From an optimization exercise on the open Yosys and OpenROAD flow, aimed at small area, a short achievable clock period and few clock cycles per item; shortcuts taken in it are not production practice.
Only simulation tests tie the RTL to the original design; equivalence was not proved.
No activity file was given, so power comes from the tool's default toggle rates.

`flow/run.sh`:
```
#!/bin/bash
# The standard layout (standard.sh), with port buffers of the given cell instead
# of the one buffer_ports picks by default.  make's output goes to standard.log;
# ORFS keeps each step's log under orfs/logs.
set -euo pipefail
export BUFFER_PORTS_ARGS="-buffer_cell sky130_fd_sc_hd__buf_1"
bash standard.sh > standard.log 2>&1
```
`standard.sh`:
```
#!/bin/bash
# synth_recipe.tcl (not shown) runs the flow's synth.tcl, then flattens the netlist and writes it again
# the make line also repeats each setting of config.mk as NAME=value (left out here)
make -C /OpenROAD-flow-scripts/flow DESIGN_CONFIG=/design/flow/config.mk WORK_HOME=/design/flow/orfs CLKGATE_MAP_FILE= SYNTH_SCRIPT=/design/flow/synth_recipe.tcl "${@:-finish}"
```
`config.mk`:
```
export PLATFORM = sky130hd
export DESIGN_NAME = mac
export DESIGN_NICKNAME = mac
export VERILOG_FILES = /design/flow/design.v
export SDC_FILE = /design/flow/constraint.sdc
export NUM_CORES = 4
export LEC_CHECK = 0
export CAP_MARGIN = 20
export CORE_MARGIN = 2
export CORE_UTILIZATION = 40
export SETUP_SLACK_MARGIN = 2.4
export SLEW_MARGIN = 20
export SYNTH_HIERARCHICAL = 1
export SYNTH_MINIMUM_KEEP_SIZE = 0
```
`constraint.sdc`:
```
create_clock -name core_clock -period 7.0 [get_ports {clk}]
set_input_delay 1.4000 -clock core_clock [delete_from_list [all_inputs] [get_ports {clk}]]
set_output_delay 1.4000 -clock core_clock [all_outputs]
set_load 0.01 [all_outputs]
```
`design.v`:
```
`timescale 1ns / 1ps
`timescale 1ns / 1ps
module mac (
    input  wire        clk,
    input  wire        rst,
    input  wire [31:0] x,
    input  wire [31:0] y,
    input  wire        start,
    output wire [31:0] z,
    output wire        busy
  );
  wire pp1 = ~(x[0] & y[0]);
  wire pp2 = ~(x[0] & y[1]);
  wire pp3 = ~(x[0] & y[2]);
  wire pp4 = ~(x[0] & y[3]);
  wire pp5 = ~(x[0] & y[4]);
  wire pp6 = ~(x[0] & y[5]);
  wire pp7 = ~(x[0] & y[6]);
  wire pp8 = x[0] & y[7];
  wire pp9 = ~(x[1] & y[0]);
  wire pp10 = ~(x[1] & y[1]);
  wire pp11 = ~(x[1] & y[2]);
  wire pp12 = ~(x[1] & y[3]);
  wire pp13 = ~(x[1] & y[4]);
  wire pp14 = ~(x[1] & y[5]);
  wire pp15 = ~(x[1] & y[6]);
  wire pp16 = x[1] & y[7];
  wire pp17 = ~(x[2] & y[0]);
  wire pp18 = ~(x[2] & y[1]);
  wire pp19 = ~(x[2] & y[2]);
  wire pp20 = ~(x[2] & y[3]);
  wire pp21 = ~(x[2] & y[4]);
  wire pp22 = ~(x[2] & y[5]);
  wire pp23 = ~(x[2] & y[6]);
  wire pp24 = x[2] & y[7];
  wire pp25 = ~(x[3] & y[0]);
  wire pp26 = ~(x[3] & y[1]);
  wire pp27 = ~(x[3] & y[2]);
  wire pp28 = ~(x[3] & y[3]);
  wire pp29 = ~(x[3] & y[4]);
  wire pp30 = ~(x[3] & y[5]);
  wire pp31 = ~(x[3] & y[6]);
  wire pp32 = x[3] & y[7];
  wire pp33 = ~(x[4] & y[0]);
  wire pp34 = ~(x[4] & y[1]);
  wire pp35 = ~(x[4] & y[2]);
  wire pp36 = ~(x[4] & y[3]);
  wire pp37 = ~(x[4] & y[4]);
  wire pp38 = ~(x[4] & y[5]);
  wire pp39 = ~(x[4] & y[6]);
  wire pp40 = x[4] & y[7];
  wire pp41 = ~(x[5] & y[0]);
  wire pp42 = ~(x[5] & y[1]);
  wire pp43 = ~(x[5] & y[2]);
  wire pp44 = ~(x[5] & y[3]);
  wire pp45 = ~(x[5] & y[4]);
  wire pp46 = ~(x[5] & y[5]);
  wire pp47 = ~(x[5] & y[6]);
  wire pp48 = x[5] & y[7];
  wire pp49 = ~(x[6] & y[0]);
  wire pp50 = ~(x[6] & y[1]);
  wire pp51 = ~(x[6] & y[2]);
  wire pp52 = ~(x[6] & y[3]);
  wire pp53 = ~(x[6] & y[4]);
  wire pp54 = ~(x[6] & y[5]);
  wire pp55 = ~(x[6] & y[6]);
  wire pp56 = x[6] & y[7];
  wire pp57 = x[7] & y[0];
  wire pp58 = x[7] & y[1];
  wire pp59 = x[7] & y[2];
  wire pp60 = x[7] & y[3];
  wire pp61 = x[7] & y[4];
  wire pp62 = x[7] & y[5];
  wire pp63 = x[7] & y[6];
  wire pp64 = ~(x[7] & y[7]);
  wire pp65 = ~(x[8] & y[8]);
  wire pp66 = ~(x[8] & y[9]);
  wire pp67 = ~(x[8] & y[10]);
  wire pp68 = ~(x[8] & y[11]);
  wire pp69 = ~(x[8] & y[12]);
  wire pp70 = ~(x[8] & y[13]);
  wire pp71 = ~(x[8] & y[14]);
  wire pp72 = x[8] & y[15];
  wire pp73 = ~(x[9] & y[8]);
  wire pp74 = ~(x[9] & y[9]);
  wire pp75 = ~(x[9] & y[10]);
  wire pp76 = ~(x[9] & y[11]);
  wire pp77 = ~(x[9] & y[12]);
  wire pp78 = ~(x[9] & y[13]);
  wire pp79 = ~(x[9] & y[14]);
  wire pp80 = x[9] & y[15];
  wire pp81 = ~(x[10] & y[8]);
  wire pp82 = ~(x[10] & y[9]);
  wire pp83 = ~(x[10] & y[10]);
  wire pp84 = ~(x[10] & y[11]);
  wire pp85 = ~(x[10] & y[12]);
  wire pp86 = ~(x[10] & y[13]);
  wire pp87 = ~(x[10] & y[14]);
  wire pp88 = x[10] & y[15];
  wire pp89 = ~(x[11] & y[8]);
  wire pp90 = ~(x[11] & y[9]);
  wire pp91 = ~(x[11] & y[10]);
  wire pp92 = ~(x[11] & y[11]);
  wire pp93 = ~(x[11] & y[12]);
  wire pp94 = ~(x[11] & y[13]);
  wire pp95 = ~(x[11] & y[14]);
  wire pp96 = x[11] & y[15];
  wire pp97 = ~(x[12] & y[8]);
  wire pp98 = ~(x[12] & y[9]);
  wire pp99 = ~(x[12] & y[10]);
  wire pp100 = ~(x[12] & y[11]);
  wire pp101 = ~(x[12] & y[12]);
  wire pp102 = ~(x[12] & y[13]);
  wire pp103 = ~(x[12] & y[14]);
  wire pp104 = x[12] & y[15];
  wire pp105 = ~(x[13] & y[8]);
  wire pp106 = ~(x[13] & y[9]);
  wire pp107 = ~(x[13] & y[10]);
  wire pp108 = ~(x[13] & y[11]);
  wire pp109 = ~(x[13] & y[12]);
  wire pp110 = ~(x[13] & y[13]);
  wire pp111 = ~(x[13] & y[14]);
  wire pp112 = x[13] & y[15];
  wire pp113 = ~(x[14] & y[8]);
  wire pp114 = ~(x[14] & y[9]);
  wire pp115 = ~(x[14] & y[10]);
  wire pp116 = ~(x[14] & y[11]);
  wire pp117 = ~(x[14] & y[12]);
  wire pp118 = ~(x[14] & y[13]);
  wire pp119 = ~(x[14] & y[14]);
  wire pp120 = x[14] & y[15];
  wire pp121 = x[15] & y[8];
  wire pp122 = x[15] & y[9];
  wire pp123 = x[15] & y[10];
  wire pp124 = x[15] & y[11];
  wire pp125 = x[15] & y[12];
  wire pp126 = x[15] & y[13];
  wire pp127 = x[15] & y[14];
  wire pp128 = ~(x[15] & y[15]);
  wire pp129 = ~(x[16] & y[16]);
  wire pp130 = ~(x[16] & y[17]);
  wire pp131 = ~(x[16] & y[18]);
  wire pp132 = ~(x[16] & y[19]);
  wire pp133 = ~(x[16] & y[20]);
  wire pp134 = ~(x[16] & y[21]);
  wire pp135 = ~(x[16] & y[22]);
  wire pp136 = x[16] & y[23];
  wire pp137 = ~(x[17] & y[16]);
  wire pp138 = ~(x[17] & y[17]);
  wire pp139 = ~(x[17] & y[18]);
  wire pp140 = ~(x[17] & y[19]);
  wire pp141 = ~(x[17] & y[20]);
  wire pp142 = ~(x[17] & y[21]);
  wire pp143 = ~(x[17] & y[22]);
  wire pp144 = x[17] & y[23];
  wire pp145 = ~(x[18] & y[16]);
  wire pp146 = ~(x[18] & y[17]);
  wire pp147 = ~(x[18] & y[18]);
  wire pp148 = ~(x[18] & y[19]);
  wire pp149 = ~(x[18] & y[20]);
  wire pp150 = ~(x[18] & y[21]);
  wire pp151 = ~(x[18] & y[22]);
  wire pp152 = x[18] & y[23];
  wire pp153 = ~(x[19] & y[16]);
  wire pp154 = ~(x[19] & y[17]);
  wire pp155 = ~(x[19] & y[18]);
  wire pp156 = ~(x[19] & y[19]);
  wire pp157 = ~(x[19] & y[20]);
  wire pp158 = ~(x[19] & y[21]);
  wire pp159 = ~(x[19] & y[22]);
  wire pp160 = x[19] & y[23];
  wire pp161 = ~(x[20] & y[16]);
  wire pp162 = ~(x[20] & y[17]);
  wire pp163 = ~(x[20] & y[18]);
  wire pp164 = ~(x[20] & y[19]);
  wire pp165 = ~(x[20] & y[20]);
  wire pp166 = ~(x[20] & y[21]);
  wire pp167 = ~(x[20] & y[22]);
  wire pp168 = x[20] & y[23];
  wire pp169 = ~(x[21] & y[16]);
  wire pp170 = ~(x[21] & y[17]);
  wire pp171 = ~(x[21] & y[18]);
  wire pp172 = ~(x[21] & y[19]);
  wire pp173 = ~(x[21] & y[20]);
  wire pp174 = ~(x[21] & y[21]);
  wire pp175 = ~(x[21] & y[22]);
  wire pp176 = x[21] & y[23];
  wire pp177 = ~(x[22] & y[16]);
  wire pp178 = ~(x[22] & y[17]);
  wire pp179 = ~(x[22] & y[18]);
  wire pp180 = ~(x[22] & y[19]);
  wire pp181 = ~(x[22] & y[20]);
  wire pp182 = ~(x[22] & y[21]);
  wire pp183 = ~(x[22] & y[22]);
  wire pp184 = x[22] & y[23];
  wire pp185 = x[23] & y[16];
  wire pp186 = x[23] & y[17];
  wire pp187 = x[23] & y[18];
  wire pp188 = x[23] & y[19];
  wire pp189 = x[23] & y[20];
  wire pp190 = x[23] & y[21];
  wire pp191 = x[23] & y[22];
  wire pp192 = ~(x[23] & y[23]);
  wire pp193 = ~(x[24] & y[24]);
  wire pp194 = ~(x[24] & y[25]);
  wire pp195 = ~(x[24] & y[26]);
  wire pp196 = ~(x[24] & y[27]);
  wire pp197 = ~(x[24] & y[28]);
  wire pp198 = ~(x[24] & y[29]);
  wire pp199 = ~(x[24] & y[30]);
  wire pp200 = x[24] & y[31];
  wire pp201 = ~(x[25] & y[24]);
  wire pp202 = ~(x[25] & y[25]);
  wire pp203 = ~(x[25] & y[26]);
  wire pp204 = ~(x[25] & y[27]);
  wire pp205 = ~(x[25] & y[28]);
  wire pp206 = ~(x[25] & y[29]);
  wire pp207 = ~(x[25] & y[30]);
  wire pp208 = x[25] & y[31];
  wire pp209 = ~(x[26] & y[24]);
  wire pp210 = ~(x[26] & y[25]);
  wire pp211 = ~(x[26] & y[26]);
  wire pp212 = ~(x[26] & y[27]);
  wire pp213 = ~(x[26] & y[28]);
  wire pp214 = ~(x[26] & y[29]);
  wire pp215 = ~(x[26] & y[30]);
  wire pp216 = x[26] & y[31];
  wire pp217 = ~(x[27] & y[24]);
  wire pp218 = ~(x[27] & y[25]);
  wire pp219 = ~(x[27] & y[26]);
  wire pp220 = ~(x[27] & y[27]);
  wire pp221 = ~(x[27] & y[28]);
  wire pp222 = ~(x[27] & y[29]);
  wire pp223 = ~(x[27] & y[30]);
  wire pp224 = x[27] & y[31];
  wire pp225 = ~(x[28] & y[24]);
  wire pp226 = ~(x[28] & y[25]);
  wire pp227 = ~(x[28] & y[26]);
  wire pp228 = ~(x[28] & y[27]);
  wire pp229 = ~(x[28] & y[28]);
  wire pp230 = ~(x[28] & y[29]);
  wire pp231 = ~(x[28] & y[30]);
  wire pp232 = x[28] & y[31];
  wire pp233 = ~(x[29] & y[24]);
  wire pp234 = ~(x[29] & y[25]);
  wire pp235 = ~(x[29] & y[26]);
  wire pp236 = ~(x[29] & y[27]);
  wire pp237 = ~(x[29] & y[28]);
  wire pp238 = ~(x[29] & y[29]);
  wire pp239 = ~(x[29] & y[30]);
  wire pp240 = x[29] & y[31];
  wire pp241 = ~(x[30] & y[24]);
  wire pp242 = ~(x[30] & y[25]);
  wire pp243 = ~(x[30] & y[26]);
  wire pp244 = ~(x[30] & y[27]);
  wire pp245 = ~(x[30] & y[28]);
  wire pp246 = ~(x[30] & y[29]);
  wire pp247 = ~(x[30] & y[30]);
  wire pp248 = x[30] & y[31];
  wire pp249 = x[31] & y[24];
  wire pp250 = x[31] & y[25];
  wire pp251 = x[31] & y[26];
  wire pp252 = x[31] & y[27];
  wire pp253 = x[31] & y[28];
  wire pp254 = x[31] & y[29];
  wire pp255 = x[31] & y[30];
  wire pp256 = ~(x[31] & y[31]);
  wire s257 = ~(pp1 ^ pp65);
  wire c258 = pp1 | pp65;
  wire s259, c259;
  mac_fa u259 (.a(pp129), .b(pp193), .ci(s257), .s(s259), .co(c259));
  wire s260 = ~(pp2 ^ pp9);
  wire c261 = pp2 | pp9;
  wire s262, c262;
  mac_fa u262 (.a(pp66), .b(pp73), .ci(pp130), .s(s262), .co(c262));
  wire s263, c263;
  mac_fa u263 (.a(pp137), .b(pp194), .ci(pp201), .s(s263), .co(c263));
  wire s264, c264;
  mac_fa u264 (.a(c258), .b(s260), .ci(s262), .s(s264), .co(c264));
  wire s265, c265;
  mac_fa u265 (.a(s263), .b(c259), .ci(s264), .s(s265), .co(c265));
  wire s266, c266;
  mac_fa u266 (.a(pp3), .b(pp10), .ci(pp17), .s(s266), .co(c266));
  wire s267, c267;
  mac_fa u267 (.a(pp67), .b(pp74), .ci(pp81), .s(s267), .co(c267));
  wire s268, c268;
  mac_fa u268 (.a(pp131), .b(pp138), .ci(pp145), .s(s268), .co(c268));
  wire s269, c269;
  mac_fa u269 (.a(pp195), .b(pp202), .ci(pp209), .s(s269), .co(c269));
  wire s270, c270;
  mac_fa u270 (.a(c261), .b(c262), .ci(c263), .s(s270), .co(c270));
  wire s271, c271;
  mac_fa u271 (.a(s266), .b(s267), .ci(s268), .s(s271), .co(c271));
  wire s272, c272;
  mac_fa u272 (.a(s269), .b(c264), .ci(s270), .s(s272), .co(c272));
  wire s273, c273;
  mac_fa u273 (.a(s271), .b(c265), .ci(s272), .s(s273), .co(c273));
  wire s274 = ~(pp4 ^ pp11);
  wire c275 = pp4 | pp11;
  wire s276, c276;
  mac_fa u276 (.a(pp18), .b(pp25), .ci(pp68), .s(s276), .co(c276));
  wire s277, c277;
  mac_fa u277 (.a(pp75), .b(pp82), .ci(pp89), .s(s277), .co(c277));
  wire s278, c278;
  mac_fa u278 (.a(pp132), .b(pp139), .ci(pp146), .s(s278), .co(c278));
  wire s279, c279;
  mac_fa u279 (.a(pp153), .b(pp196), .ci(pp203), .s(s279), .co(c279));
  wire s280, c280;
  mac_fa u280 (.a(pp210), .b(pp217), .ci(s274), .s(s280), .co(c280));
  wire s281, c281;
  mac_fa u281 (.a(c266), .b(c267), .ci(c268), .s(s281), .co(c281));
  wire s282, c282;
  mac_fa u282 (.a(c269), .b(s276), .ci(s277), .s(s282), .co(c282));
  wire s283, c283;
  mac_fa u283 (.a(s278), .b(s279), .ci(s280), .s(s283), .co(c283));
  wire s284, c284;
  mac_fa u284 (.a(c270), .b(c271), .ci(s281), .s(s284), .co(c284));
  wire s285, c285;
  mac_fa u285 (.a(s282), .b(s283), .ci(c272), .s(s285), .co(c285));
  wire s286, c286;
  mac_fa u286 (.a(s284), .b(s285), .ci(c273), .s(s286), .co(c286));
  wire s287 = ~(pp5 ^ pp12);
  wire c288 = pp5 | pp12;
  wire s289, c289;
  mac_fa u289 (.a(pp19), .b(pp26), .ci(pp33), .s(s289), .co(c289));
  wire s290, c290;
  mac_fa u290 (.a(pp69), .b(pp76), .ci(pp83), .s(s290), .co(c290));
  wire s291, c291;
  mac_fa u291 (.a(pp90), .b(pp97), .ci(pp133), .s(s291), .co(c291));
  wire s292, c292;
  mac_fa u292 (.a(pp140), .b(pp147), .ci(pp154), .s(s292), .co(c292));
  wire s293, c293;
  mac_fa u293 (.a(pp161), .b(pp197), .ci(pp204), .s(s293), .co(c293));
  wire s294, c294;
  mac_fa u294 (.a(pp211), .b(pp218), .ci(pp225), .s(s294), .co(c294));
  wire s295, c295;
  mac_fa u295 (.a(c275), .b(s287), .ci(c276), .s(s295), .co(c295));
  wire s296, c296;
  mac_fa u296 (.a(c277), .b(c278), .ci(c279), .s(s296), .co(c296));
  wire s297, c297;
  mac_fa u297 (.a(s289), .b(s290), .ci(s291), .s(s297), .co(c297));
  wire s298, c298;
  mac_fa u298 (.a(s292), .b(s293), .ci(s294), .s(s298), .co(c298));
  wire s299, c299;
  mac_fa u299 (.a(c280), .b(s295), .ci(c281), .s(s299), .co(c299));
  wire s300, c300;
  mac_fa u300 (.a(c282), .b(s296), .ci(s297), .s(s300), .co(c300));
  wire s301, c301;
  mac_fa u301 (.a(s298), .b(c283), .ci(s299), .s(s301), .co(c301));
  wire s302, c302;
  mac_fa u302 (.a(c284), .b(s300), .ci(c285), .s(s302), .co(c302));
  wire s303, c303;
  mac_fa u303 (.a(s301), .b(s302), .ci(c286), .s(s303), .co(c303));
  wire s304 = ~(pp6 ^ pp13);
  wire c305 = pp6 | pp13;
  wire s306, c306;
  mac_fa u306 (.a(pp20), .b(pp27), .ci(pp34), .s(s306), .co(c306));
  wire s307, c307;
  mac_fa u307 (.a(pp41), .b(pp70), .ci(pp77), .s(s307), .co(c307));
  wire s308, c308;
  mac_fa u308 (.a(pp84), .b(pp91), .ci(pp98), .s(s308), .co(c308));
  wire s309, c309;
  mac_fa u309 (.a(pp105), .b(pp134), .ci(pp141), .s(s309), .co(c309));
  wire s310, c310;
  mac_fa u310 (.a(pp148), .b(pp155), .ci(pp162), .s(s310), .co(c310));
  wire s311, c311;
  mac_fa u311 (.a(pp169), .b(pp198), .ci(pp205), .s(s311), .co(c311));
  wire s312, c312;
  mac_fa u312 (.a(pp212), .b(pp219), .ci(pp226), .s(s312), .co(c312));
  wire s313, c313;
  mac_fa u313 (.a(pp233), .b(c288), .ci(s304), .s(s313), .co(c313));
  wire s314, c314;
  mac_fa u314 (.a(c289), .b(c290), .ci(c291), .s(s314), .co(c314));
  wire s315, c315;
  mac_fa u315 (.a(c292), .b(c293), .ci(c294), .s(s315), .co(c315));
  wire s316, c316;
  mac_fa u316 (.a(s306), .b(s307), .ci(s308), .s(s316), .co(c316));
  wire s317, c317;
  mac_fa u317 (.a(s309), .b(s310), .ci(s311), .s(s317), .co(c317));
  wire s318, c318;
  mac_fa u318 (.a(s312), .b(s313), .ci(c295), .s(s318), .co(c318));
  wire s319, c319;
  mac_fa u319 (.a(c296), .b(c297), .ci(c298), .s(s319), .co(c319));
  wire s320, c320;
  mac_fa u320 (.a(s314), .b(s315), .ci(s316), .s(s320), .co(c320));
  wire s321, c321;
  mac_fa u321 (.a(s317), .b(s318), .ci(c299), .s(s321), .co(c321));
  wire s322, c322;
  mac_fa u322 (.a(c300), .b(s319), .ci(s320), .s(s322), .co(c322));
  wire s323, c323;
  mac_fa u323 (.a(c301), .b(s321), .ci(s322), .s(s323), .co(c323));
  wire s324 = ~(pp7 ^ pp14);
  wire c325 = pp7 | pp14;
  wire s326, c326;
  mac_fa u326 (.a(pp21), .b(pp28), .ci(pp35), .s(s326), .co(c326));
  wire s327, c327;
  mac_fa u327 (.a(pp42), .b(pp49), .ci(pp71), .s(s327), .co(c327));
  wire s328, c328;
  mac_fa u328 (.a(pp78), .b(pp85), .ci(pp92), .s(s328), .co(c328));
  wire s329, c329;
  mac_fa u329 (.a(pp99), .b(pp106), .ci(pp113), .s(s329), .co(c329));
  wire s330, c330;
  mac_fa u330 (.a(pp135), .b(pp142), .ci(pp149), .s(s330), .co(c330));
  wire s331, c331;
  mac_fa u331 (.a(pp156), .b(pp163), .ci(pp170), .s(s331), .co(c331));
  wire s332, c332;
  mac_fa u332 (.a(pp177), .b(pp199), .ci(pp206), .s(s332), .co(c332));
  wire s333, c333;
  mac_fa u333 (.a(pp213), .b(pp220), .ci(pp227), .s(s333), .co(c333));
  wire s334, c334;
  mac_fa u334 (.a(pp234), .b(pp241), .ci(c305), .s(s334), .co(c334));
  wire s335, c335;
  mac_fa u335 (.a(s324), .b(c306), .ci(c307), .s(s335), .co(c335));
  wire s336, c336;
  mac_fa u336 (.a(c308), .b(c309), .ci(c310), .s(s336), .co(c336));
  wire s337, c337;
  mac_fa u337 (.a(c311), .b(c312), .ci(s326), .s(s337), .co(c337));
  wire s338, c338;
  mac_fa u338 (.a(s327), .b(s328), .ci(s329), .s(s338), .co(c338));
  wire s339, c339;
  mac_fa u339 (.a(s330), .b(s331), .ci(s332), .s(s339), .co(c339));
  wire s340, c340;
  mac_fa u340 (.a(s333), .b(s334), .ci(c313), .s(s340), .co(c340));
  wire s341, c341;
  mac_fa u341 (.a(c314), .b(c315), .ci(c316), .s(s341), .co(c341));
  wire s342, c342;
  mac_fa u342 (.a(c317), .b(s335), .ci(s336), .s(s342), .co(c342));
  wire s343, c343;
  mac_fa u343 (.a(s337), .b(s338), .ci(s339), .s(s343), .co(c343));
  wire s344, c344;
  mac_fa u344 (.a(s340), .b(c318), .ci(c319), .s(s344), .co(c344));
  wire s345, c345;
  mac_fa u345 (.a(s341), .b(c320), .ci(s342), .s(s345), .co(c345));
  wire s346, c346;
  mac_fa u346 (.a(s343), .b(c321), .ci(s344), .s(s346), .co(c346));
  wire s347, c347;
  mac_fa u347 (.a(c322), .b(s345), .ci(s346), .s(s347), .co(c347));
  wire s348 = ~(pp8 ^ pp15);
  wire c349 = pp8 | pp15;
  wire s350, c350;
  mac_fa u350 (.a(pp22), .b(pp29), .ci(pp36), .s(s350), .co(c350));
  wire s351, c351;
  mac_fa u351 (.a(pp43), .b(pp50), .ci(pp57), .s(s351), .co(c351));
  wire s352, c352;
  mac_fa u352 (.a(pp72), .b(pp79), .ci(pp86), .s(s352), .co(c352));
  wire s353, c353;
  mac_fa u353 (.a(pp93), .b(pp100), .ci(pp107), .s(s353), .co(c353));
  wire s354, c354;
  mac_fa u354 (.a(pp114), .b(pp121), .ci(pp136), .s(s354), .co(c354));
  wire s355, c355;
  mac_fa u355 (.a(pp143), .b(pp150), .ci(pp157), .s(s355), .co(c355));
  wire s356, c356;
  mac_fa u356 (.a(pp164), .b(pp171), .ci(pp178), .s(s356), .co(c356));
  wire s357, c357;
  mac_fa u357 (.a(pp185), .b(pp200), .ci(pp207), .s(s357), .co(c357));
  wire s358, c358;
  mac_fa u358 (.a(pp214), .b(pp221), .ci(pp228), .s(s358), .co(c358));
  wire s359, c359;
  mac_fa u359 (.a(pp235), .b(pp242), .ci(pp249), .s(s359), .co(c359));
  wire s360, c360;
  mac_fa u360 (.a(c325), .b(s348), .ci(c326), .s(s360), .co(c360));
  wire s361, c361;
  mac_fa u361 (.a(c327), .b(c328), .ci(c329), .s(s361), .co(c361));
  wire s362, c362;
  mac_fa u362 (.a(c330), .b(c331), .ci(c332), .s(s362), .co(c362));
  wire s363, c363;
  mac_fa u363 (.a(c333), .b(s350), .ci(s351), .s(s363), .co(c363));
  wire s364, c364;
  mac_fa u364 (.a(s352), .b(s353), .ci(s354), .s(s364), .co(c364));
  wire s365, c365;
  mac_fa u365 (.a(s355), .b(s356), .ci(s357), .s(s365), .co(c365));
  wire s366, c366;
  mac_fa u366 (.a(s358), .b(s359), .ci(c334), .s(s366), .co(c366));
  wire s367, c367;
  mac_fa u367 (.a(s360), .b(c335), .ci(c336), .s(s367), .co(c367));
  wire s368, c368;
  mac_fa u368 (.a(c337), .b(c338), .ci(c339), .s(s368), .co(c368));
  wire s369, c369;
  mac_fa u369 (.a(s361), .b(s362), .ci(s363), .s(s369), .co(c369));
  wire s370, c370;
  mac_fa u370 (.a(s364), .b(s365), .ci(s366), .s(s370), .co(c370));
  wire s371, c371;
  mac_fa u371 (.a(c340), .b(c341), .ci(c342), .s(s371), .co(c371));
  wire s372, c372;
  mac_fa u372 (.a(s367), .b(c343), .ci(s368), .s(s372), .co(c372));
  wire s373, c373;
  mac_fa u373 (.a(s369), .b(s370), .ci(c344), .s(s373), .co(c373));
  wire s374, c374;
  mac_fa u374 (.a(s371), .b(c345), .ci(s372), .s(s374), .co(c374));
  wire s375, c375;
  mac_fa u375 (.a(c346), .b(s373), .ci(s374), .s(s375), .co(c375));
  wire s376 = ~(pp16 ^ pp23);
  wire c377 = pp16 | pp23;
  wire s378, c378;
  mac_fa u378 (.a(pp30), .b(pp37), .ci(pp44), .s(s378), .co(c378));
  wire s379, c379;
  mac_fa u379 (.a(pp51), .b(pp58), .ci(pp80), .s(s379), .co(c379));
  wire s380, c380;
  mac_fa u380 (.a(pp87), .b(pp94), .ci(pp101), .s(s380), .co(c380));
  wire s381, c381;
  mac_fa u381 (.a(pp108), .b(pp115), .ci(pp122), .s(s381), .co(c381));
  wire s382, c382;
  mac_fa u382 (.a(pp144), .b(pp151), .ci(pp158), .s(s382), .co(c382));
  wire s383, c383;
  mac_fa u383 (.a(pp165), .b(pp172), .ci(pp179), .s(s383), .co(c383));
  wire s384, c384;
  mac_fa u384 (.a(pp186), .b(pp208), .ci(pp215), .s(s384), .co(c384));
  wire s385, c385;
  mac_fa u385 (.a(pp222), .b(pp229), .ci(pp236), .s(s385), .co(c385));
  wire s386, c386;
  mac_fa u386 (.a(pp243), .b(pp250), .ci(c349), .s(s386), .co(c386));
  wire s387, c387;
  mac_fa u387 (.a(s376), .b(c350), .ci(c351), .s(s387), .co(c387));
  wire s388, c388;
  mac_fa u388 (.a(c352), .b(c353), .ci(c354), .s(s388), .co(c388));
  wire s389, c389;
  mac_fa u389 (.a(c355), .b(c356), .ci(c357), .s(s389), .co(c389));
  wire s390, c390;
  mac_fa u390 (.a(c358), .b(c359), .ci(s378), .s(s390), .co(c390));
  wire s391, c391;
  mac_fa u391 (.a(s379), .b(s380), .ci(s381), .s(s391), .co(c391));
  wire s392, c392;
  mac_fa u392 (.a(s382), .b(s383), .ci(s384), .s(s392), .co(c392));
  wire s393, c393;
  mac_fa u393 (.a(s385), .b(s386), .ci(c360), .s(s393), .co(c393));
  wire s394, c394;
  mac_fa u394 (.a(c361), .b(c362), .ci(c363), .s(s394), .co(c394));
  wire s395, c395;
  mac_fa u395 (.a(c364), .b(c365), .ci(s387), .s(s395), .co(c395));
  wire s396, c396;
  mac_fa u396 (.a(s388), .b(s389), .ci(s390), .s(s396), .co(c396));
  wire s397, c397;
  mac_fa u397 (.a(c366), .b(s391), .ci(s392), .s(s397), .co(c397));
  wire s398, c398;
  mac_fa u398 (.a(s393), .b(c367), .ci(c368), .s(s398), .co(c398));
  wire s399, c399;
  mac_fa u399 (.a(s394), .b(c369), .ci(c370), .s(s399), .co(c399));
  wire s400, c400;
  mac_fa u400 (.a(s395), .b(s396), .ci(s397), .s(s400), .co(c400));
  wire s401, c401;
  mac_fa u401 (.a(c371), .b(s398), .ci(c372), .s(s401), .co(c401));
  wire s402, c402;
  mac_fa u402 (.a(s399), .b(s400), .ci(c373), .s(s402), .co(c402));
  wire s403 = ~(pp24 ^ pp31);
  wire c404 = pp24 | pp31;
  wire s405, c405;
  mac_fa u405 (.a(pp38), .b(pp45), .ci(pp52), .s(s405), .co(c405));
  wire s406, c406;
  mac_fa u406 (.a(pp59), .b(pp88), .ci(pp95), .s(s406), .co(c406));
  wire s407, c407;
  mac_fa u407 (.a(pp102), .b(pp109), .ci(pp116), .s(s407), .co(c407));
  wire s408, c408;
  mac_fa u408 (.a(pp123), .b(pp152), .ci(pp159), .s(s408), .co(c408));
  wire s409, c409;
  mac_fa u409 (.a(pp166), .b(pp173), .ci(pp180), .s(s409), .co(c409));
  wire s410, c410;
  mac_fa u410 (.a(pp187), .b(pp216), .ci(pp223), .s(s410), .co(c410));
  wire s411, c411;
  mac_fa u411 (.a(pp230), .b(pp237), .ci(pp244), .s(s411), .co(c411));
  wire s412, c412;
  mac_fa u412 (.a(pp251), .b(c377), .ci(s403), .s(s412), .co(c412));
  wire s413, c413;
  mac_fa u413 (.a(c378), .b(c379), .ci(c380), .s(s413), .co(c413));
  wire s414, c414;
  mac_fa u414 (.a(c381), .b(c382), .ci(c383), .s(s414), .co(c414));
  wire s415, c415;
  mac_fa u415 (.a(c384), .b(c385), .ci(s405), .s(s415), .co(c415));
  wire s416, c416;
  mac_fa u416 (.a(s406), .b(s407), .ci(s408), .s(s416), .co(c416));
  wire s417, c417;
  mac_fa u417 (.a(s409), .b(s410), .ci(s411), .s(s417), .co(c417));
  wire s418, c418;
  mac_fa u418 (.a(c386), .b(s412), .ci(c387), .s(s418), .co(c418));
  wire s419, c419;
  mac_fa u419 (.a(c388), .b(c389), .ci(c390), .s(s419), .co(c419));
  wire s420, c420;
  mac_fa u420 (.a(c391), .b(c392), .ci(s413), .s(s420), .co(c420));
  wire s421, c421;
  mac_fa u421 (.a(s414), .b(s415), .ci(s416), .s(s421), .co(c421));
  wire s422, c422;
  mac_fa u422 (.a(s417), .b(c393), .ci(s418), .s(s422), .co(c422));
  wire s423, c423;
  mac_fa u423 (.a(c394), .b(c395), .ci(c396), .s(s423), .co(c423));
  wire s424, c424;
  mac_fa u424 (.a(s419), .b(c397), .ci(s420), .s(s424), .co(c424));
  wire s425, c425;
  mac_fa u425 (.a(s421), .b(s422), .ci(c398), .s(s425), .co(c425));
  wire s426, c426;
  mac_fa u426 (.a(c399), .b(s423), .ci(c400), .s(s426), .co(c426));
  wire s427, c427;
  mac_fa u427 (.a(s424), .b(s425), .ci(c401), .s(s427), .co(c427));
  wire s428, c428;
  mac_fa u428 (.a(pp32), .b(pp39), .ci(pp46), .s(s428), .co(c428));
  wire s429, c429;
  mac_fa u429 (.a(pp53), .b(pp60), .ci(pp96), .s(s429), .co(c429));
  wire s430, c430;
  mac_fa u430 (.a(pp103), .b(pp110), .ci(pp117), .s(s430), .co(c430));
  wire s431, c431;
  mac_fa u431 (.a(pp124), .b(pp160), .ci(pp167), .s(s431), .co(c431));
  wire s432, c432;
  mac_fa u432 (.a(pp174), .b(pp181), .ci(pp188), .s(s432), .co(c432));
  wire s433, c433;
  mac_fa u433 (.a(pp224), .b(pp231), .ci(pp238), .s(s433), .co(c433));
  wire s434, c434;
  mac_fa u434 (.a(pp245), .b(pp252), .ci(c404), .s(s434), .co(c434));
  wire s435, c435;
  mac_fa u435 (.a(c405), .b(c406), .ci(c407), .s(s435), .co(c435));
  wire s436, c436;
  mac_fa u436 (.a(c408), .b(c409), .ci(c410), .s(s436), .co(c436));
  wire s437, c437;
  mac_fa u437 (.a(c411), .b(s428), .ci(s429), .s(s437), .co(c437));
  wire s438, c438;
  mac_fa u438 (.a(s430), .b(s431), .ci(s432), .s(s438), .co(c438));
  wire s439, c439;
  mac_fa u439 (.a(s433), .b(s434), .ci(c412), .s(s439), .co(c439));
  wire s440, c440;
  mac_fa u440 (.a(c413), .b(c414), .ci(c415), .s(s440), .co(c440));
  wire s441, c441;
  mac_fa u441 (.a(c416), .b(c417), .ci(s435), .s(s441), .co(c441));
  wire s442, c442;
  mac_fa u442 (.a(s436), .b(s437), .ci(s438), .s(s442), .co(c442));
  wire s443, c443;
  mac_fa u443 (.a(s439), .b(c418), .ci(c419), .s(s443), .co(c443));
  wire s444, c444;
  mac_fa u444 (.a(c420), .b(s440), .ci(c421), .s(s444), .co(c444));
  wire s445, c445;
  mac_fa u445 (.a(s441), .b(s442), .ci(c422), .s(s445), .co(c445));
  wire s446, c446;
  mac_fa u446 (.a(s443), .b(c423), .ci(c424), .s(s446), .co(c446));
  wire s447, c447;
  mac_fa u447 (.a(s444), .b(s445), .ci(c425), .s(s447), .co(c447));
  wire s448, c448;
  mac_fa u448 (.a(pp40), .b(pp47), .ci(pp54), .s(s448), .co(c448));
  wire s449, c449;
  mac_fa u449 (.a(pp61), .b(pp104), .ci(pp111), .s(s449), .co(c449));
  wire s450, c450;
  mac_fa u450 (.a(pp118), .b(pp125), .ci(pp168), .s(s450), .co(c450));
  wire s451, c451;
  mac_fa u451 (.a(pp175), .b(pp182), .ci(pp189), .s(s451), .co(c451));
  wire s452, c452;
  mac_fa u452 (.a(pp232), .b(pp239), .ci(pp246), .s(s452), .co(c452));
  wire s453, c453;
  mac_fa u453 (.a(pp253), .b(c428), .ci(c429), .s(s453), .co(c453));
  wire s454, c454;
  mac_fa u454 (.a(c430), .b(c431), .ci(c432), .s(s454), .co(c454));
  wire s455, c455;
  mac_fa u455 (.a(c433), .b(s448), .ci(s449), .s(s455), .co(c455));
  wire s456, c456;
  mac_fa u456 (.a(s450), .b(s451), .ci(s452), .s(s456), .co(c456));
  wire s457, c457;
  mac_fa u457 (.a(c434), .b(c435), .ci(c436), .s(s457), .co(c457));
  wire s458, c458;
  mac_fa u458 (.a(c437), .b(c438), .ci(s453), .s(s458), .co(c458));
  wire s459, c459;
  mac_fa u459 (.a(s454), .b(s455), .ci(s456), .s(s459), .co(c459));
  wire s460, c460;
  mac_fa u460 (.a(c439), .b(c440), .ci(c441), .s(s460), .co(c460));
  wire s461, c461;
  mac_fa u461 (.a(s457), .b(c442), .ci(s458), .s(s461), .co(c461));
  wire s462, c462;
  mac_fa u462 (.a(s459), .b(c443), .ci(c444), .s(s462), .co(c462));
  wire s463, c463;
  mac_fa u463 (.a(s460), .b(s461), .ci(c445), .s(s463), .co(c463));
  wire s464, c464;
  mac_fa u464 (.a(pp48), .b(pp55), .ci(pp62), .s(s464), .co(c464));
  wire s465, c465;
  mac_fa u465 (.a(pp112), .b(pp119), .ci(pp126), .s(s465), .co(c465));
  wire s466, c466;
  mac_fa u466 (.a(pp176), .b(pp183), .ci(pp190), .s(s466), .co(c466));
  wire s467, c467;
  mac_fa u467 (.a(pp240), .b(pp247), .ci(pp254), .s(s467), .co(c467));
  wire s468, c468;
  mac_fa u468 (.a(c448), .b(c449), .ci(c450), .s(s468), .co(c468));
  wire s469, c469;
  mac_fa u469 (.a(c451), .b(c452), .ci(s464), .s(s469), .co(c469));
  wire s470, c470;
  mac_fa u470 (.a(s465), .b(s466), .ci(s467), .s(s470), .co(c470));
  wire s471, c471;
  mac_fa u471 (.a(c453), .b(c454), .ci(c455), .s(s471), .co(c471));
  wire s472, c472;
  mac_fa u472 (.a(c456), .b(s468), .ci(s469), .s(s472), .co(c472));
  wire s473, c473;
  mac_fa u473 (.a(s470), .b(c457), .ci(c458), .s(s473), .co(c473));
  wire s474, c474;
  mac_fa u474 (.a(s471), .b(c459), .ci(s472), .s(s474), .co(c474));
  wire s475, c475;
  mac_fa u475 (.a(c460), .b(s473), .ci(c461), .s(s475), .co(c475));
  wire s476, c476;
  mac_fa u476 (.a(s474), .b(c462), .ci(s475), .s(s476), .co(c476));
  wire s477, c477;
  mac_fa u477 (.a(pp56), .b(pp63), .ci(pp120), .s(s477), .co(c477));
  wire s478, c478;
  mac_fa u478 (.a(pp127), .b(pp184), .ci(pp191), .s(s478), .co(c478));
  wire s479, c479;
  mac_fa u479 (.a(pp248), .b(pp255), .ci(c464), .s(s479), .co(c479));
  wire s480, c480;
  mac_fa u480 (.a(c465), .b(c466), .ci(c467), .s(s480), .co(c480));
  wire s481, c481;
  mac_fa u481 (.a(s477), .b(s478), .ci(s479), .s(s481), .co(c481));
  wire s482, c482;
  mac_fa u482 (.a(c468), .b(c469), .ci(c470), .s(s482), .co(c482));
  wire s483, c483;
  mac_fa u483 (.a(s480), .b(s481), .ci(c471), .s(s483), .co(c483));
  wire s484, c484;
  mac_fa u484 (.a(c472), .b(s482), .ci(c473), .s(s484), .co(c484));
  wire s485, c485;
  mac_fa u485 (.a(s483), .b(c474), .ci(s484), .s(s485), .co(c485));
  wire s486, c486;
  mac_fa u486 (.a(pp64), .b(pp128), .ci(pp192), .s(s486), .co(c486));
  wire s487, c487;
  mac_fa u487 (.a(pp256), .b(c477), .ci(c478), .s(s487), .co(c487));
  wire s488, c488;
  mac_fa u488 (.a(s486), .b(c479), .ci(c480), .s(s488), .co(c488));
  wire s489, c489;
  mac_fa u489 (.a(s487), .b(c481), .ci(s488), .s(s489), .co(c489));
  wire s490, c490;
  mac_fa u490 (.a(c482), .b(c483), .ci(s489), .s(s490), .co(c490));
  wire s491, c491;
  mac_fa u491 (.a(c486), .b(c487), .ci(c488), .s(s491), .co(c491));
  wire s492, c492;
  mac_fa u492 (.a(s491), .b(c489), .ci(c490), .s(s492), .co(c492));
  reg  [37:0] r;
  always @(posedge clk)
  begin
    if (start)
      r <= {c492, c491, s492, c485, s490, c484, c476, s485, c475, s476, c463, c447, s463, c446, s462, c427, s447, c426, s446, s427, c402, s426, c375, s402, c374, s401, s375, c347, s347, c323, c303, s323, c302, s303, s286, s273, s265, s259};
  end
  wire s493, c493;
  mac_fa u493 (.a(r[5]), .b(r[6]), .ci(r[7]), .s(s493), .co(c493));
  wire s494, c494;
  mac_fa u494 (.a(r[8]), .b(r[9]), .ci(c493), .s(s494), .co(c494));
  wire s495 = r[10] ^ r[11];
  wire c496 = r[10] & r[11];
  wire s497, c497;
  mac_fa u497 (.a(r[12]), .b(r[13]), .ci(r[14]), .s(s497), .co(c497));
  wire s498, c498;
  mac_fa u498 (.a(r[15]), .b(c496), .ci(s497), .s(s498), .co(c498));
  wire s499, c499;
  mac_fa u499 (.a(r[16]), .b(r[17]), .ci(r[18]), .s(s499), .co(c499));
  wire s500 = c497 ^ s499;
  wire c501 = c497 & s499;
  wire s502, c502;
  mac_fa u502 (.a(r[19]), .b(r[20]), .ci(r[21]), .s(s502), .co(c502));
  wire s503, c503;
  mac_fa u503 (.a(r[22]), .b(c499), .ci(s502), .s(s503), .co(c503));
  wire s504, c504;
  mac_fa u504 (.a(r[23]), .b(r[24]), .ci(r[25]), .s(s504), .co(c504));
  wire s505, c505;
  mac_fa u505 (.a(r[26]), .b(c502), .ci(s504), .s(s505), .co(c505));
  wire s506, c506;
  mac_fa u506 (.a(r[27]), .b(r[28]), .ci(c504), .s(s506), .co(c506));
  wire s507, c507;
  mac_fa u507 (.a(r[29]), .b(r[30]), .ci(r[31]), .s(s507), .co(c507));
  wire s508, c508;
  mac_fa u508 (.a(r[32]), .b(r[33]), .ci(r[34]), .s(s508), .co(c508));
  wire g0 = r[0] & 1'b0;
  wire p0 = r[0] ^ 1'b0;
  wire g1 = r[1] & 1'b0;
  wire p1 = r[1] ^ 1'b0;
  wire g2 = r[2] & 1'b0;
  wire p2 = r[2] ^ 1'b0;
  wire g3 = r[3] & 1'b0;
  wire p3 = r[3] ^ 1'b0;
  wire g4 = r[4] & 1'b0;
  wire p4 = r[4] ^ 1'b0;
  wire g5 = s493 & 1'b0;
  wire p5 = s493 ^ 1'b0;
  wire g6 = s494 & 1'b0;
  wire p6 = s494 ^ 1'b0;
  wire g7 = s495 & c494;
  wire p7 = s495 ^ c494;
  wire g8 = s498 & 1'b0;
  wire p8 = s498 ^ 1'b0;
  wire g9 = s500 & c498;
  wire p9 = s500 ^ c498;
  wire g10 = c501 & s503;
  wire p10 = c501 ^ s503;
  wire g11 = c503 & s505;
  wire p11 = c503 ^ s505;
  wire g12 = s506 & c505;
  wire p12 = s506 ^ c505;
  wire g13 = s507 & c506;
  wire p13 = s507 ^ c506;
  wire g14 = c507 & s508;
  wire p14 = c507 ^ s508;
  wire g15 = r[35] & c508;
  wire p15 = r[35] ^ c508;
  wire g16 = r[36] & r[37];
  wire p16 = r[36] ^ r[37];
  wire G1_1 = g1 | (p1 & g0);
  wire P1_1 = p1 & p0;
  wire G1_3 = g3 | (p3 & g2);
  wire P1_3 = p3 & p2;
  wire G1_5 = g5 | (p5 & g4);
  wire P1_5 = p5 & p4;
  wire G1_7 = g7 | (p7 & g6);
  wire P1_7 = p7 & p6;
  wire G1_9 = g9 | (p9 & g8);
  wire P1_9 = p9 & p8;
  wire G1_11 = g11 | (p11 & g10);
  wire P1_11 = p11 & p10;
  wire G1_13 = g13 | (p13 & g12);
  wire P1_13 = p13 & p12;
  wire G1_15 = g15 | (p15 & g14);
  wire P1_15 = p15 & p14;
  wire G2_2 = g2 | (p2 & G1_1);
  wire P2_2 = p2 & P1_1;
  wire G2_3 = G1_3 | (P1_3 & G1_1);
  wire P2_3 = P1_3 & P1_1;
  wire G2_6 = g6 | (p6 & G1_5);
  wire P2_6 = p6 & P1_5;
  wire G2_7 = G1_7 | (P1_7 & G1_5);
  wire P2_7 = P1_7 & P1_5;
  wire G2_10 = g10 | (p10 & G1_9);
  wire P2_10 = p10 & P1_9;
  wire G2_11 = G1_11 | (P1_11 & G1_9);
  wire P2_11 = P1_11 & P1_9;
  wire G2_14 = g14 | (p14 & G1_13);
  wire P2_14 = p14 & P1_13;
  wire G2_15 = G1_15 | (P1_15 & G1_13);
  wire P2_15 = P1_15 & P1_13;
  wire G4_4 = g4 | (p4 & G2_3);
  wire P4_4 = p4 & P2_3;
  wire G4_5 = G1_5 | (P1_5 & G2_3);
  wire P4_5 = P1_5 & P2_3;
  wire G4_6 = G2_6 | (P2_6 & G2_3);
  wire P4_6 = P2_6 & P2_3;
  wire G4_7 = G2_7 | (P2_7 & G2_3);
  wire P4_7 = P2_7 & P2_3;
  wire G4_12 = g12 | (p12 & G2_11);
  wire P4_12 = p12 & P2_11;
  wire G4_13 = G1_13 | (P1_13 & G2_11);
  wire P4_13 = P1_13 & P2_11;
  wire G4_14 = G2_14 | (P2_14 & G2_11);
  wire P4_14 = P2_14 & P2_11;
  wire G4_15 = G2_15 | (P2_15 & G2_11);
  wire P4_15 = P2_15 & P2_11;
  wire G8_8 = g8 | (p8 & G4_7);
  wire P8_8 = p8 & P4_7;
  wire G8_9 = G1_9 | (P1_9 & G4_7);
  wire P8_9 = P1_9 & P4_7;
  wire G8_10 = G2_10 | (P2_10 & G4_7);
  wire P8_10 = P2_10 & P4_7;
  wire G8_11 = G2_11 | (P2_11 & G4_7);
  wire P8_11 = P2_11 & P4_7;
  wire G8_12 = G4_12 | (P4_12 & G4_7);
  wire P8_12 = P4_12 & P4_7;
  wire G8_13 = G4_13 | (P4_13 & G4_7);
  wire P8_13 = P4_13 & P4_7;
  wire G8_14 = G4_14 | (P4_14 & G4_7);
  wire P8_14 = P4_14 & P4_7;
  wire G8_15 = G4_15 | (P4_15 & G4_7);
  wire P8_15 = P4_15 & P4_7;
  wire [2:0] sgn;
  mac_sgn1 usgn0 (.g(g16), .p(p16), .c(G8_15), .s(sgn[0]));
  mac_sgn1 usgn1 (.g(g16), .p(p16), .c(G8_15), .s(sgn[1]));
  mac_sgn1 usgn2 (.g(g16), .p(p16), .c(G8_15), .s(sgn[2]));
  assign z    = {sgn[2], sgn[2], sgn[2], sgn[2], sgn[2], sgn[1], sgn[1], sgn[1], sgn[1], sgn[1], sgn[0], sgn[0], sgn[0], sgn[0], sgn[0],
                 ~(p16 ^ G8_15), ~(p15 ^ G8_14), ~(p14 ^ G8_13), ~(p13 ^ G8_12), ~(p12 ^ G8_11), ~(p11 ^ G8_10), ~(p10 ^ G8_9), ~(p9 ^ G8_8), ~(p8 ^ G4_7), ~(p7 ^ G4_6), ~(p6 ^ G4_5), ~(p5 ^ G4_4), ~(p4 ^ G2_3), ~(p3 ^ G2_2), ~(p2 ^ G1_1), ~(p1 ^ g0), ~p0};
  assign busy = 1'b0;
endmodule
module mac_fa (
    input  wire a,
    input  wire b,
    input  wire ci,
    output wire s,
    output wire co
  );
  assign s  = a ^ b ^ ci;
  assign co = (a & b) | (a & ci) | (b & ci);
endmodule
module mac_sgn (
    input  wire t,
    input  wire g,
    input  wire p,
    input  wire c,
    output wire s
  );
  assign s = ~(t ^ (g | (p & c)));
endmodule
module mac_sgn0 (
    input  wire g,
    input  wire p,
    input  wire c,
    output wire s
  );
  assign s = ~(g | (p & c));
endmodule
module mac_sgn1 (
    input  wire g,
    input  wire p,
    input  wire c,
    output wire s
  );
  assign s = g | (p & c);
endmodule
```
==> impl_results.md, run 1 <==
- RSZ-0062 raised after global routing: true
- Worst-Margin Slew: roughly 1 ns
- Nature of the critical path endpoint: register
- CP most frequent cell: fa_1
- Critical Path Max Stage Delay: between 0.5 and 0.6 ns
- Initial antenna violation count: 0
- Final period util: 64.9%
- Chip width: approximately 140 um
- Area Growth Syn to Fin: 12.3%
- Max-slew violations: 0
- Leak: about 3.2 nW
- DIE HEIGHT: about 140 um
- Final setup viols: 0
- Clock sink total: 38
- Total grt overflow: 0
- CTS clk-pin slew, worst paths: around 0.06 ns
- Slowest cell on crit path: fa_1
- Die area: 20,300 um2
- TritonCTS Buffers: 5
- Fmax: approximately 220 MHz
- Vias per inst: 5.32
- First-pass GRT wire length: approximately 33 mm
- Minimum clock period: ~4.5 ns
- Top cell type's share of synthesized area: between 50% and 60%
- Starting DRT DRC Count: 318
- Worst path arrival time: roughly 4.6 ns
- CTS tree: done
- Pwr Density: just under 500 nW/um2
- Worst VDD drop: between 0.0002 and 0.0003 V
- Sequential element share of the synthesized area: about 15%
- Outcome: complete, no violations
- Syn Area/Cell: roughly 12 um2
- Antenna-violating nets left: 0
- HP Class: in -> reg
- Crit Path Category: in -> reg
- Ratio of cells with drive above 1 in the final layout: 17.5%
- Fill count: roughly 1,800
- NumNets Final: just over 1,000
- Post-Synthesis Cells: approximately 630
- Max reg flops: 38
- Synth warn: 7
- DR WL/cell: around 22 um
- Worst path bufs/invs: 1
- I/O Buffers: between 90 and 100
- Largest net degree at the start of global routing: 39
- Dominant cell type by area after synthesis: fa_1
- Slew margin rel.: a little under a third
- Top reg by flops: r
- Area of the core: 18,800 um2
- Post-synth EDFFs: 38
- # rows: 50
- Root buffer cell: clkbuf_16
- Ys flop type: edfxtp_1
- Max Cap Viol: 0
- Ys async rst share: 0%
- Register area: roughly 1100 um2
- Clock buffer depth: 2
- Htree depth: 2
- Gr usage total: between 20% and 30%
- Final-report hold violation count: 0
- Vias in the first global route: approximately 6,000
- Largest regs: r: 38 flops
- CP cell instances: clkbuf_4 > nand2_1 > fa_1 > fa_2 > fa_1 > fa_1 > fa_1 > fa_1
- Top delay family on crit path: adder cells
- Required time worst endpoint: approximately 7 ns
- DR DRC count: 0
- N_diodes: 0
- Syn_nets: ~950
- Post-synthesis cell area: ~7700 um2
- Via Count: approximately 5,000
- Setup_tns: 0 ns
- Final GP Congestion: about 0.92
- HPWL after detailed placement: between 15 and 20 mm
- Cells taking the most area after synthesis: fa_1 (60%), edfxtp_1 (15%), nand2_1 (9.2%), and2_1 (5.6%), ha_1 (3.4%)
- Startpoint Class: input port
- Top-Level Pins: 100
- Initial Util: about 41%
- Cell variety after synth: 26
- WL final: 20.6 mm
- DRT Pass-1 Iters: 5
- Multi-input gate area: 6380 um2
- CTS Hold Bufs: 0
- Synth Register Bits: 38
- Worst-path maximum fanout: 8
- Tot Pwr: 0.00414 W
-- worst min-delay path: stages --
cell     delay (ns)
buf_2          0.17
nand2_1        0.10
fa_1           0.16
-- Yosys stat by module (local to each module, per instance) --
module / cells / copies in the design / flops+latches / cell area [um2]
mac_fa: 1 / 230 / 0 / 20.0
mac_sgn1: 1 / 3 / 0 / 7.51
mac: 401 / 1 / 38 / 3050
-- what timing repair did --
action | 4_1_cts | 5_1_grt
pin swaps | 2 | 17
setup buffers | 1 | 0
gates resized for setup | 59 | 80
setup endpoints to repair | 28 | 28
-- final cells by class --
| class | instances | area share, % |
|---|---|---|
| Tap cell | 234 | 3.40 |
| Multi-Input combinational cell | 536 | 74.0 |
| Sequential cell | 38 | 13.2 |
| Clock inverter | 3 | 0.189 |
| Timing Repair Buffer | 98 | 6.49 |
| Clock buffer | 5 | 1.45 |
| Inverter | 29 | 1.26 |
-- cells in the mapped netlist (all sizes together) (2+ instances only) --
| master | instances |
|---|---|
| a21o | 4 |
| inv | 29 |
| nand2 | 188 |
| xor2 | 4 |
| buf | 13 |
| nor2 | 4 |
| fa | 230 |
| ha | 21 |
| xnor2 | 4 |
| nor3 | 2 |
| clkbuf | 18 |
| edfxtp | 38 |
| and2 | 69 |
-- metal layers --
layer / part of all wire [%] / up-vias / wire, um / global-route usage [%]
li1: - / 2080 / - / -
met1: 38 / 2676 / 7870 / 27.1
met2: 51 / 214 / 10400 / 38.1
met3: 7.6 / 43 / 1570 / 5.48
met4: 3.5 / 0 / 719 / 8.29
met5: 0 / - / 0 / 0
-- power by group --
part	switching [W]	internal, W
sequential	0.0000516	0.000526
clock	0.0000927	0.000130
combinational	0.00183	0.00151
total	0.00198	0.00216
-- placed cells by master (no fill, tap or decap), types with 4 or more instances in the layout --
master,instances
edfxtp_1,38
buf_4,8
nand2_1,186
clkbuf_16,5
fa_2,24
clkbuf_4,25
buf_2,24
a21o_1,4
fa_1,206
xor2_1,4
inv_1,29
clkbuf_2,18
ha_1,17
and2_1,68
buf_1,21
-- metrics by stage --
stage	setup slack (ns)	area, um2	std cells	hold slack [ns]	util [%]
final	2.46	8620	943	1.65	45.9
after detailed placement	1.87	8210	934	1.84	43.8
after floorplan	2.39	7780	634	1.51	-
after global routing	2.38	8620	943	1.68	45.9
after CTS	2.40	8450	943	1.64	45.0
after global placement	1.91	8210	934	1.84	43.8
-- logic make-up (layout without fill, tap and decap cells) --
group                      count (synthesis)  after routing  synth area share, %
AOI/OAI and AO/OA                         11             11                 1.61
buffers and inverters                     60            135                 3.57
DFF                                       38             38                 14.9
adders and majority gates                251            251                 63.4
other                                      1              1               0.0488
and+or+nand+nor                          265            265                 15.5
xor gates and xnor gates                   8              8                 1.01
-- worst paths after layout --
path,start,to,slack (ns),cells past startpoint
setup / recovery,y[14],r[11],2.46,8
hold / removal,x[24],r[0],1.65,3
Testbench counts, summed over its fixed seeds: cycles 512, items 512.
==> inputs of run 2 (changes only) <==
==> flow/run.sh (replaced) <==
#!/bin/bash
# The standard layout (standard.sh), with port buffers of the given cell instead
# of the one buffer_ports picks by default.  make's output goes to standard.log;
# ORFS keeps each step's log under orfs/logs.
set -euo pipefail
export BUFFER_PORTS_ARGS="-buffer_cell sky130_fd_sc_hd__buf_2"
bash standard.sh > standard.log 2>&1
--- a/config.mk
+++ b/config.mk
@@ -8,7 +8,7 @@
 export CAP_MARGIN = 20
 export CORE_MARGIN = 2
 export CORE_UTILIZATION = 40
-export SETUP_SLACK_MARGIN = 2.4
+export SETUP_SLACK_MARGIN = 2.3
 export SLEW_MARGIN = 20
 export SYNTH_HIERARCHICAL = 1
 export SYNTH_MINIMUM_KEEP_SIZE = 0
==> impl_results.md, run 2 <==
- Outcome: complete, no violations
- N_diodes: 0 (unchanged)
- WL final: 20.6 mm (about the same)
- TritonCTS Buffers: 5 (unchanged)
- Vias per inst: 5.33 (+0.31%)
- Final period util: 65.6% (+0.66 points)
- HPWL after detailed placement: 17.7 mm (-0.39%)
- Syn_nets: 952 (unchanged)
- Post-synth EDFFs: 38 (unchanged)
- Ratio of cells with drive above 1 in the final layout: 16.7% (-0.82 points)
- Root buffer cell: clkbuf_16
- Top delay family on crit path: adder cells
- Synth Register Bits: 38 (unchanged)
- Util after Layout: 45.2% (-0.74 points)
- DIE HEIGHT: 143 um (unchanged)
- Synth warn: 7 (unchanged)
- Ys async rst share: 0% (unchanged)
- Top reg by flops: r
- Setup_tns: 0 ns (unchanged)
- DRT Pass-1 Iters: 5 (unchanged)
- Top-Level Pins: 100 (unchanged)
- Die area: 20,300 um2 (unchanged)
- Worst-path maximum fanout: 8 (unchanged)
- Fill count: 1,764 (+0.80%)
- DR DRC count: 0 (unchanged)
- Worst path arrival time: 4.62 ns (+0.05 ns)
- Initial Util: 40.9% (unchanged)
- RSZ-0062 raised after global routing: false
- Most common cell after layout, fill and taps aside: fa_1
- Required time worst endpoint: 7.03 ns (about the same)
- Largest net degree at the start of global routing: 39 (unchanged)
- CTS Hold Bufs: 0 (unchanged)
- Post-Synthesis Cells: 634 (unchanged)
- Clock buffer depth: 2 (unchanged)
- Pwr Density: 475 nW/um2 (-1.1%)
- Ys flop type: edfxtp_1
- CP cell instances: buf_2 > nand2_1 > fa_1 > fa_1 > fa_1 > fa_1 > fa_1 > fa_1
- Antenna-violating nets left: 0 (unchanged)
- Starting DRT DRC Count: 323 (+1.6%)
- Post-synthesis cell area: 7680 um2 (unchanged)
- NumNets Final: 1,025 (-0.097%)
- Cell variety after synth: 26 (unchanged)
- Critical Path Max Stage Delay: 0.59 ns (+0.03 ns)
- Dominant cell type by area after synthesis: fa_1
- Vias in the first global route: 6,021 (+0.47%)
- Total grt overflow: 0 (unchanged)
- Startpoint Class: input port
- Sequential element share of the synthesized area: 14.9% (unchanged)
- Max Cap Viol: 0 (unchanged)
- Nature of the critical path endpoint: register
- Worst path bufs/invs: 1 (unchanged)
- Final setup viols: 0 (unchanged)
- Final GP Congestion: 0.941 (+2.3%)
- Worst-Margin Slew: 0.946 ns (-0.0755 ns)
- Via Count: 5,023 (+0.20%)
- CTS clk-pin slew, worst paths: 0.06 ns (about the same)
- Chip width: 143 um (unchanged)
- Area of the core: 18,800 um2 (unchanged)
- Htree depth: 2 (unchanged)
- Slew margin rel.: 36.9% (+5.0 points)
- Minimum clock period: 4.59 ns (+0.0464 ns)
- # rows: 50 (unchanged)
- Top cell type's share of synthesized area: 60.0% (unchanged)
- Initial antenna violation count: 0 (unchanged)
- Leak: 3.27 nW (+1.3%)
- Area Growth Syn to Fin: 10.4%
- Most frequent cell after synthesis: fa_1
- First-pass GRT wire length: 33.2 mm (+0.71%)
- Fmax: 218 MHz (-1.0%)
- DR WL/cell: 21.9 um (+0.15%)
- Crit Path Category: in -> reg
- Max reg flops: 38 (unchanged)
- Cells taking the most area after synthesis: fa_1 (60%), edfxtp_1 (15%), nand2_1 (9.2%), and2_1 (5.6%), ha_1 (3.4%)
- Post-synth top cells: fa_1 (230), nand2_1 (188), and2_1 (69)
- I/O Buffers: 97 (unchanged)
- Slowest cell on crit path: fa_1
- Gr usage total: 22.3% (+0.12 points)
- Largest regs: r: 38 flops
- HP Class: in -> reg
- CTS tree: done
- CP most frequent cell: fa_1
- Max-slew violations: 0 (unchanged)
- Clock sink total: 38 (unchanged)
- Worst VDD drop: 0.000320 V (+8.1%)
- Syn Area/Cell: 12.1 um2 (unchanged)
- Most frequent cells in the layout: fa_1 (226), nand2_1 (188), buf_2 (86)
- Final-report hold violation count: 0 (unchanged)
==> run 2: changes by cell type in the layout (fill, tap and decap cells not counted), sizes merged <==
cell / previous run / this run
clkbuf: 48 / 16
buf: 55 / 86
==> run 2: logic make-up (layout without fill, tap and decap cells) <==
| logic type | count (synthesis) | count (layout) | synth area share, % |
|---|---|---|---|
| compound gates | 11 | 11 | 1.61 |
| xor+xnor | 8 | 8 | 1.01 |
| fa+ha+maj | 251 | 251 | 63.4 |
| buf+inv | 60 | 134 | 3.57 |
| flops | 38 | 38 | 14.9 |
| other cells | 1 | 1 | 0.0488 |
| simple gates | 265 | 265 | 15.5 |
==> run 2: where the power goes <==
group	total [W]	internal, W	leakage, nW	switching [W]
Combinational	0.00323	0.00146	2.83	0.00177
Sequential	0.000576	0.000525	0.373	0.0000508
Clock	0.000223	0.000132	0.0698	0.0000910
Total	0.00403	0.00212	3.27	0.00191
==> run 2: layout make-up <==
type                    instances  area (um2)  share of cell area, %
inverters                      29         109                   1.28
clock buffers                   5         125                   1.48
clock inverters                 3        21.3                  0.251
repair buffers                 97         513                   6.05
flip-flops and latches         38        1140                   13.5
multi-input cells             536        6280                   74.0
well taps                     234         293                   3.45
==> run 2: what timing repair did <==
item	4_1_cts	5_1_grt
buffers inserted	0	0
gates resized for setup	0	16
setup endpoints to repair	0	17
==> run 2: metrics by stage <==
step                area (um2)  std cells  power [W]  hold WS [ns]  setup WS (ns)
floorplan                 7690        634    0.00290          1.51           2.31
global placement          8290        934    0.00384          1.85           2.05
detailed placement        8290        934    0.00388          1.86           2.00
CTS                       8440        942    0.00412          1.64           2.31
global route              8480        942    0.00453          1.67           2.30
finish                    8480        942    0.00403          1.64           2.41
==> run 2: worst paths after layout <==
| path | from | to | slack [ns] | depth (start not counted) |
|---|---|---|---|---|
| hold / removal | x[24] | r[0] | 1.64 | 3 |
| setup / recovery | y[12] | r[11] | 2.41 | 8 |
==> run 2: modules after synthesis (local to each module, per instance) <==
module | flip-flops and latches | copies in the design | cells inside | cell area (um2)
mac | 38 | 1 | 401 | 3050
mac_fa | 0 | 230 | 1 | 20.0
mac_sgn1 | 0 | 3 | 1 | 7.51
==> run 2: per-layer routing <==
metal  vias up  wire length (um)  global-route usage [%]
met5         -                 0                       0
met4         0               931                    10.3
met3        58              1590                    5.15
met2       237             10300                    37.3
met1      2650              7780                    27.5
li1       2078                 -                       -
==> inputs of run 3 (changes only) <==
--- a/config.mk
+++ b/config.mk
@@ -8,6 +8,7 @@
 export CAP_MARGIN = 20
 export CORE_MARGIN = 2
 export CORE_UTILIZATION = 40
+export GPL_ROUTABILITY_DRIVEN = 0
 export SETUP_SLACK_MARGIN = 2.3
 export SLEW_MARGIN = 20
 export SYNTH_HIERARCHICAL = 1
==> impl_results.md, run 3 <==
- Outcome: complete, no violations
- Area of the core: 18,800 um2 (unchanged)
- Vias in the first global route: 6,023 (+0.033%)
- Nature of the critical path endpoint: register
- Clock power frac: 5.4% (about the same)
- Met3 Usage GRT: 4.71% (-0.44 points)
- Clock sink total: 38 (unchanged)
- Largest regs: r: 38 flops
- HP Class: in -> reg
- Clock buffer depth: 2 (unchanged)
- Post-synth EDFFs: 38 (unchanged)
- Syn Area/Cell: 12.1 um2 (unchanged)
- Initial Util: 40.9% (unchanged)
- Syn_nets: 952 (unchanged)
- Initial antenna violation count: 0 (unchanged)
- Sequential element share of the synthesized area: 14.9% (unchanged)
- Ratio of cells with drive above 1 in the final layout: 16.4% (-0.31 points)
- Via Count: 5,086 (+1.3%)
- Final period util: 66.4% (+0.86 points)
- Worst-path maximum fanout: 8 (unchanged)
- Top cell type's share of synthesized area: 60.0% (unchanged)
- Setup_tns: 0 ns (unchanged)
- Final setup margin: 2.35 ns (-0.0601 ns)
- Util after Layout: 45.1% (-0.053 points)
- Chip width: 143 um (unchanged)
- WHS Path Cells: 3 (unchanged)
- Required time worst endpoint: 7.03 ns (about the same)
- Register area: 1140 um2 (unchanged)
- N_diodes: 0 (unchanged)
- Synth warn: 7 (unchanged)
- CTS clk-pin slew, worst paths: 0.06 ns (about the same)
- Logic pwr share: 80.4% (+0.2 points)
- Largest net degree at the start of global routing: 39 (unchanged)
- First-pass GRT wire length: 33.1 mm (-0.50%)
- Fmax: 215 MHz (-1.3%)
- Gr usage total: 22.3% (about the same)
- Int Pwr: 0.00215 W (+1.4%)
- Sw Ratio: 47.4% (-0.066 points)
- WL final: 20.9 mm (+1.7%)
- Most frequent cells in the layout: fa_1 (228), nand2_1 (188), buf_2 (89)
- Worst-Margin Slew: 0.955 ns (+0.00873 ns)
- Leak: 3.27 nW (about the same)
- Post-route cell area: 8470 um2 (-0.12%)
- Sequential group share of total power: 14.2% (about the same)
- Top-Level Pins: 100 (unchanged)
- Pwr Density: 481 nW/um2 (+1.4%)
- Most common cell after layout, fill and taps aside: fa_1
- DIE HEIGHT: 143 um (unchanged)
- Ys flop type: edfxtp_1
- Ys async rst share: 0% (unchanged)
- DR WL/cell: 22.2 um (+1.5%)
- Max Cap Viol: 0 (unchanged)
- # rows: 50 (unchanged)
- Worst VDD drop: 0.000310 V (-3.1%)
- Post-synth top cells: fa_1 (230), nand2_1 (188), and2_1 (69)
- TritonCTS Buffers: 5 (unchanged)
- HPWL after detailed placement: 17.8 mm (+0.50%)
- Max reg flops: 38 (unchanged)
- P_sw: 0.00193 W (+1.1%)
- I/O Buffers: 97 (unchanged)
- Final-report hold violation count: 0 (unchanged)
- DR DRC count: 0 (unchanged)
- Total grt overflow: 0 (unchanged)
- Final setup viols: 0 (unchanged)
- Htree depth: 2 (unchanged)
- Multi-input gate area: 6270 um2 (about the same)
- Most frequent cell after synthesis: fa_1
- Cells taking the most area after synthesis: fa_1 (60%), edfxtp_1 (15%), nand2_1 (9.2%), and2_1 (5.6%), ha_1 (3.4%)
- Global routing usage on met2: 38.5% (+1.2 points)
- Pre-CTS setup slack: 1.98 ns (-0.0218 ns)
- Area Growth Syn to Fin: 10.3%
[run 3: cell counts after synthesis]
Identical to the previous run, type by type.
[run 3: stage by stage]
step | total power [W] | hold slack, ns | std cells
final | 0.00408 | 1.65 | 943
after global routing | 0.00456 | 1.68 | 943
after CTS | 0.00414 | 1.64 | 942
after detailed placement | 0.00389 | 1.85 | 934
after global placement | 0.00384 | 1.85 | 934
after floorplan | 0.00290 | 1.51 | 634
[run 3: layout make-up]
cell class | count | area share [%]
Timing Repair Buffer | 98 | 6.06
Clock inverter | 3 | 0.192
Tap cell | 234 | 3.46
Inverter | 29 | 1.28
Multi-Input combinational cell | 536 | 74.1
Sequential cell | 38 | 13.5
Clock buffer | 5 | 1.48
[run 3: worst paths after layout]
kind | start | endpoint | slack (ns)
worst max-delay path | x[19] | r[11] | 2.35
worst min-delay path | x[24] | r[0] | 1.65
[run 3: kinds of logic (layout without fill, tap and decap cells)]
| logic type | after synthesis | count (layout) | synth area share [%] |
|---|---|---|---|
| AND/OR/NAND/NOR | 265 | 265 | 15.5 |
| adder cells (fa/ha/maj) | 251 | 251 | 63.4 |
| buffers and inverters | 60 | 135 | 3.57 |
| flip-flops | 38 | 38 | 14.9 |
| AO/OA/AOI/OAI | 11 | 11 | 1.61 |
| XOR/XNOR | 8 | 8 | 1.01 |
| other | 1 | 1 | 0.0488 |
[run 3: critical path, stage by stage]
cell and delay, ns:
buf_2 0.22, nand2_1 0.13, fa_1 0.53, fa_1 0.45, fa_1 0.52, fa_1 0.43, fa_1 0.55, fa_1 0.43
[run 3: Yosys stat by module (local to each module, per instance)]
module    cell area (um2)  flops+latches  cells inside  copies in the design
mac_fa               20.0              0             1                   230
mac                  3050             38           401                     1
mac_sgn1             7.51              0             1                     3
[run 3: power by group through the flow]
stage / registers, W / clock network, W / logic [W]
floorplan: 0.000573 / 0 / 0.00233
global placement: 0.000580 / 0 / 0.00326
detailed placement: 0.000585 / 0 / 0.00331
CTS: 0.000581 / 0.000225 / 0.00334
global route: 0.000593 / 0.000234 / 0.00373
finish: 0.000577 / 0.000220 / 0.00328
[run 3: layer usage]
metal | share of wire (%) | routed length (um) | vias up
met4 | 3.4 | 715 | 0
li1 | - | - | 2079
met2 | 51 | 10700 | 258
met1 | 37 | 7840 | 2699
met3 | 7.9 | 1650 | 50
met5 | 0 | 0 | -
[run 3: timing repair]
action,in CTS,in global routing
gates resized for setup,1,10
setup endpoints to repair,1,6
setup buffers,0,1
hold endpoints to repair,0,0
pin swaps,0,3

-- static timing again, ports no longer ideal --
No port has a modelled driver above. Below, the same layouts with a new extraction and two added sets of constraints.
Step 1: set_driving_cell puts a clkbuf_16 on clk and a buf_2 on each other input, an assumption about the parent block.
Step 2, shift: input delay + t, output delay - t, t = (earliest + latest rising clock arrival at the registers) / 2. This alone moves slack from input paths to output paths.
Three values: ideal ports, drivers, drivers and shift; two values: the first two.
| run | shift t [ns] | setup slack, ns | cell pins on the clock port's net |
|---|---|---|---|
| run 1 | 0.336 | 2.456 / 2.465 / 2.129 | 1 |
| run 2 | 0.329 | 2.410 / 2.418 / 2.089 | 1 |
| run 3 | 0.334 | 2.350 / 2.357 / 2.024 | 1 |
After both steps every run listed still meets setup and hold. The setup slack of run 1, which loses most, moves by +0.009 ns with the drivers and by -0.327 ns with both steps.
